From an optimization exercise on the open Yosys and OpenROAD flow, aimed at small area, a short achievable clock period and few clock cycles per item; shortcuts taken in it are not production practice. At most, simulation tests tie the RTL to the original design; equivalence was not proved. Power figures rest on the tool's default switching activity, not on a simulated workload.

## booth_multiplier
module booth_multiplier(
    input         clk,
    input         reset_n,
    input         op_start,
    input         op_clear,
    input  [31:0] multiplier,
    input  [31:0] multiplicand,
    output        op_done,
    output [63:0] result
);
  reg       busy, done;
  reg [2:0] cnt;
  wire      idle = !busy && !done;
  wire      fin  = cnt[2];                        
  wire      last = (cnt == 3'd3);         
  reg  [31:0] m_q;           
  reg  [31:0] lo_q;          
  reg  [31:0] s_q, c_q;      
  reg  [7:0]  rs_q, rc_q;    
  reg         cy_q;          
  reg  [3:0]  one_q, two_q, ng_q;   
  function [11:0] enc;
    input [7:0] b;
    input       bm;
    integer i;
    reg [8:0] x;
    begin
      x = {b, bm};
      for (i = 0; i < 4; i = i + 1) begin
        enc[i]         = x[2*i+1] ^ x[2*i];
        enc[4+i]     = (x[2*i+2] & ~x[2*i+1] & ~x[2*i]) | (~x[2*i+2] & x[2*i+1] & x[2*i]);
        enc[8+i]   = x[2*i+2];
      end
    end
  endfunction
  wire [11:0] enc_next = busy ? enc(lo_q[15:8], lo_q[7]) : enc(multiplier[7:0], 1'b0);
  wire [32:0] mg0 = ({33{one_q[0]}} & {m_q[31], m_q}) | ({33{two_q[0]}} & {m_q, 1'b0});
  wire [32:0] pp0 = mg0 ^ {33{ng_q[0]}};
  wire [32:0] e0 = {~pp0[32], pp0[31:0]};
  wire [32:0] mg1 = ({33{one_q[1]}} & {m_q[31], m_q}) | ({33{two_q[1]}} & {m_q, 1'b0});
  wire [32:0] pp1 = mg1 ^ {33{ng_q[1]}};
  wire [32:0] e1 = {~pp1[32], pp1[31:0]};
  ...
Size in the first run: ~1200 cells after synthesis, ~160 flip-flops, about 130 I/O pins, ~13000 um2 of cells after synthesis.
Settings: LEC_CHECK=0, CAP_MARGIN=20, CORE_MARGIN=2, CORE_UTILIZATION=40, PLACE_DENSITY=0.6, SLEW_MARGIN=20, SYNTH_HIERARCHICAL=1, SYNTH_MINIMUM_KEEP_SIZE=0; clock period 5.0 ns.
standard.sh (not shown) runs the stock make flow with config.mk's settings and CLKGATE_MAP_FILE= SYNTH_SCRIPT=/design/flow/synth_recipe.tcl, a recipe that flattens the netlist after the stock synthesis.
==> flow/flow/run.sh <==
#!/bin/bash
# Standard layout, except: plain buf_1 cells as the port buffers, and a
# clock tree of clkbuf_4 cells without dummy loads.
export BUFFER_PORTS_ARGS="-buffer_cell sky130_fd_sc_hd__buf_1"
export CTS_ARGS="-sink_clustering_enable -repair_clock_nets -dont_use_dummy_load -root_buf sky130_fd_sc_hd__clkbuf_16 -buf_list \"sky130_fd_sc_hd__clkbuf_4 sky130_fd_sc_hd__clkbuf_8\""
bash standard.sh > standard.log 2>&1
Change:
--- a/flow/config.mk
+++ b/flow/config.mk
@@ -10,4 +10,5 @@
 export CORE_UTILIZATION = 40
 export PLACE_DENSITY = 0.6
+export SETUP_SLACK_MARGIN = 1.5
 export SLEW_MARGIN = 20
 export SYNTH_HIERARCHICAL = 1
- The changed run ran to the end with no violations
- wire length barely changes
- cell area rose by 0.32%
- total power is about the same
- clock power barely changes
- die area stays the same
No functional check of the RTL was part of any run of this note.

---

Another version of the RTL of booth_multiplier (not shown whole).
Size in the first run: roughly 1,100 cells after synthesis, roughly 160 flip-flops, about 130 I/O pins.
clock: 5.0 ns
lec_check: 0
cap_margin: 20
core_margin: 2
core_utilization: 40
place_density: 0.6
setup_slack_margin: 2.0
slew_margin: 20
synth_hierarchical: 1
synth_minimum_keep_size: 0
==> flow/flow/run.sh <==
#!/bin/bash
# Standard layout, except: plain buf_1 cells as the port buffers, and a
# clock tree of clkbuf_4/8 cells under a clkbuf_16 root, without dummy loads.
export BUFFER_PORTS_ARGS="-buffer_cell sky130_fd_sc_hd__buf_1"
export CTS_ARGS="-sink_clustering_enable -repair_clock_nets -dont_use_dummy_load -root_buf sky130_fd_sc_hd__clkbuf_16 -buf_list \"sky130_fd_sc_hd__clkbuf_4 sky130_fd_sc_hd__clkbuf_8\""
export SKIP_GATE_CLONING=1
bash standard.sh > standard.log 2>&1
Testbench counts at the start, summed over its fixed seeds: cycles 11,192, items 1,600.
Then changed:
==> flow/flow/run.sh (replaced) <==
#!/bin/bash
# Standard layout, except: plain buf_1 cells as the port buffers, and a
# clock tree of clkbuf_4 cells without dummy loads.
export BUFFER_PORTS_ARGS="-buffer_cell sky130_fd_sc_hd__buf_1"
export CTS_ARGS="-sink_clustering_enable -repair_clock_nets -dont_use_dummy_load -root_buf sky130_fd_sc_hd__clkbuf_16 -buf_list \"sky130_fd_sc_hd__clkbuf_4 sky130_fd_sc_hd__clkbuf_8\""
bash standard.sh > standard.log 2>&1
--- a/flow/config.mk
+++ b/flow/config.mk
@@ -8,7 +8,7 @@
 export CAP_MARGIN = 20
 export CORE_MARGIN = 2
-export CORE_UTILIZATION = 40
-export PLACE_DENSITY = 0.6
-export SETUP_SLACK_MARGIN = 2.0
+export CORE_UTILIZATION = 50
+export PLACE_DENSITY = 0.7
+export SETUP_SLACK_MARGIN = 1.8
 export SLEW_MARGIN = 20
 export SYNTH_HIERARCHICAL = 1
Result: Die area went down by about a fifth. Power is about the same. Worst hold slack gets worse by 0.017 ns. Maximum frequency went down by a few percent. Clock-buffer cell count does not change. Sequential power hardly moves. Combinational power is about the same.

---

Starting RTL as in the previous note.
## booth_multiplier
module booth_multiplier(
    input         clk,
    input         reset_n,
    input         op_start,
    input         op_clear,
    input  [31:0] multiplier,
    input  [31:0] multiplicand,
    output        op_done,
    output [63:0] result
);
export LEC_CHECK = 0
export CAP_MARGIN = 20
export CORE_MARGIN = 2
export CORE_UTILIZATION = 40
export PLACE_DENSITY = 0.6
export SETUP_SLACK_MARGIN = 2.0
export SLEW_MARGIN = 20
export SYNTH_HIERARCHICAL = 1
export SYNTH_MINIMUM_KEEP_SIZE = 0
create_clock -name core_clock -period 5.0 [get_ports {clk}]
==> flow/flow/run.sh <==
#!/bin/bash
# Standard layout, except: plain buf_1 cells as the port buffers, and a
# clock tree of clkbuf_4/8 cells under a clkbuf_16 root, without dummy loads.
export BUFFER_PORTS_ARGS="-buffer_cell sky130_fd_sc_hd__buf_1"
export CTS_ARGS="-sink_clustering_enable -repair_clock_nets -dont_use_dummy_load -root_buf sky130_fd_sc_hd__clkbuf_16 -buf_list \"sky130_fd_sc_hd__clkbuf_4 sky130_fd_sc_hd__clkbuf_8\""
export SETUP_REPAIR_SEQUENCE="unbuffer,sizedown,sizeup,swap"
bash standard.sh > standard.log 2>&1
The starting point finished with timing, DRC and antenna clean.
Testbench counts at the start, summed over its fixed seeds: cycles 11,192, items 1,600.
==> next run, changes <==
==> flow/flow/run.sh (replaced) <==
#!/bin/bash
# Standard layout, except: plain buf_1 cells as the port buffers, and a
# clock tree of clkbuf_4 cells without dummy loads.
export BUFFER_PORTS_ARGS="-buffer_cell sky130_fd_sc_hd__buf_1"
export CTS_ARGS="-sink_clustering_enable -repair_clock_nets -dont_use_dummy_load -root_buf sky130_fd_sc_hd__clkbuf_16 -buf_list \"sky130_fd_sc_hd__clkbuf_4 sky130_fd_sc_hd__clkbuf_8\""
bash standard.sh > standard.log 2>&1
Settings changed: ABC_AREA set to 1.
Effect: Combinational power goes down by 6.6%. Total power fell by 5.1%. Worst setup slack is better by 0.085 ns. Global-route usage rises by 0.31 points. Synthesized area is higher by 3.0%. Non-clock buffer count falls by 4. Sequential power decreases by about 2%. First-iteration DRC count came out lower by 13%.
==> next run, changes <==
Settings changed: ABC_AREA 1 to unset, TNS_END_PERCENT set to 20.
Synthesized cell count decreases by 25%.
Setup slack is worse by 0.082 ns.
Critical path depth increases by 5.
Final area decreases by 4.2%.
Combinational power increases by about 7%.
Worst hold slack is better by 0.045 ns.
Count of clock-buffer cells in the layout is unchanged.
==> next run, changes <==
Settings changed: CAP_MARGIN 20 to 5, PLACE_DENSITY 0.6 to 0.75, SLEW_MARGIN 20 to 5, TNS_END_PERCENT 20 to unset.
Design area is higher by about 0.3%. Cell count barely changes. Total power came out higher by 1.3%. Fmax increases by about 0.5%. Wire length shrinks by 0.39%. Worst setup slack gets better by 0.015 ns. Critical path depth came out lower by 1. Sequential share of layout area barely changes. Core utilization rose by 0.14 points.
==> next run, changes <==
Settings changed: CAP_MARGIN 5 to 20, PLACE_DENSITY 0.75 to 0.8, SLEW_MARGIN 5 to 20.
Effect: Register-to-register slack loses 0.03 ns; routed wire length stays flat; worst hold slack gains 0.015 ns.
==> next run, changes <==
Settings changed: PLACE_DENSITY 0.8 to 0.7.
What happened: Total power is about the same. Hold slack got worse by 0.0099 ns. Clock power goes down slightly. Wire length goes down slightly. Area after synthesis is unchanged. Fmax goes down slightly. Utilization goes up by 0.19 points. Clock skew goes down by 0.0084 ns.

## port drivers added, routing unchanged
In the flow no input, the clock included, has a driving cell. The finished layouts below were timed again as built, in two steps. Step 1 (the two cells are an assumption about what drives the block):
set clk [get_ports {clk}]
set_driving_cell -lib_cell sky130_fd_sc_hd__clkbuf_16 $clk
set_driving_cell -lib_cell sky130_fd_sc_hd__buf_2 [delete_from_list [all_inputs] $clk]
Step 2 also shifts input and output timing later by t, the mid clock arrival at the registers, as if the neighbouring blocks saw the same clock. a / b / c = no drivers / after step 1 / after step 2; a / b = the first two.
run | t (ns) | setup slack, ns | worst setup path after step 2 | latest minus earliest clock arrival (ns) | cell pins on the clock port's net
the first run of note 1 | 0.442 | 1.545 / 1.545 / 1.545 | register to register | 0.040 / 0.040 | 1
the second run of note 1 | 0.444 | 1.705 / 1.705 / 1.705 | register to register | 0.040 / 0.040 | 1
the first run of note 2 | 0.431 | 2.007 / 2.007 / 2.007 | register to register | 0.035 / 0.035 | 1
the second run of note 2 | 0.422 | 1.919 / 1.919 / 1.919 | register to register | 0.053 / 0.052 | 1
the first run of note 3 | 0.431 | 2.007 / 2.007 / 2.007 | register to register | 0.035 / 0.035 | 1
the second run of note 3 | 0.442 | 2.092 / 2.092 / 2.092 | register to register | 0.041 / 0.041 | 1
the third run of note 3 | 0.427 | 2.010 / 2.010 / 2.010 | register to register | 0.036 / 0.036 | 1
the fourth run of note 3 | 0.434 | 2.025 / 2.025 / 2.025 | register to register | 0.034 / 0.034 | 1
the fifth run of note 3 | 0.433 | 1.991 / 1.991 / 1.991 | register to register | 0.049 / 0.049 | 1
the sixth run of note 3 | 0.433 | 1.936 / 1.936 / 1.936 | register to register | 0.038 / 0.038 | 1
After both steps setup and hold are still met in every run listed.
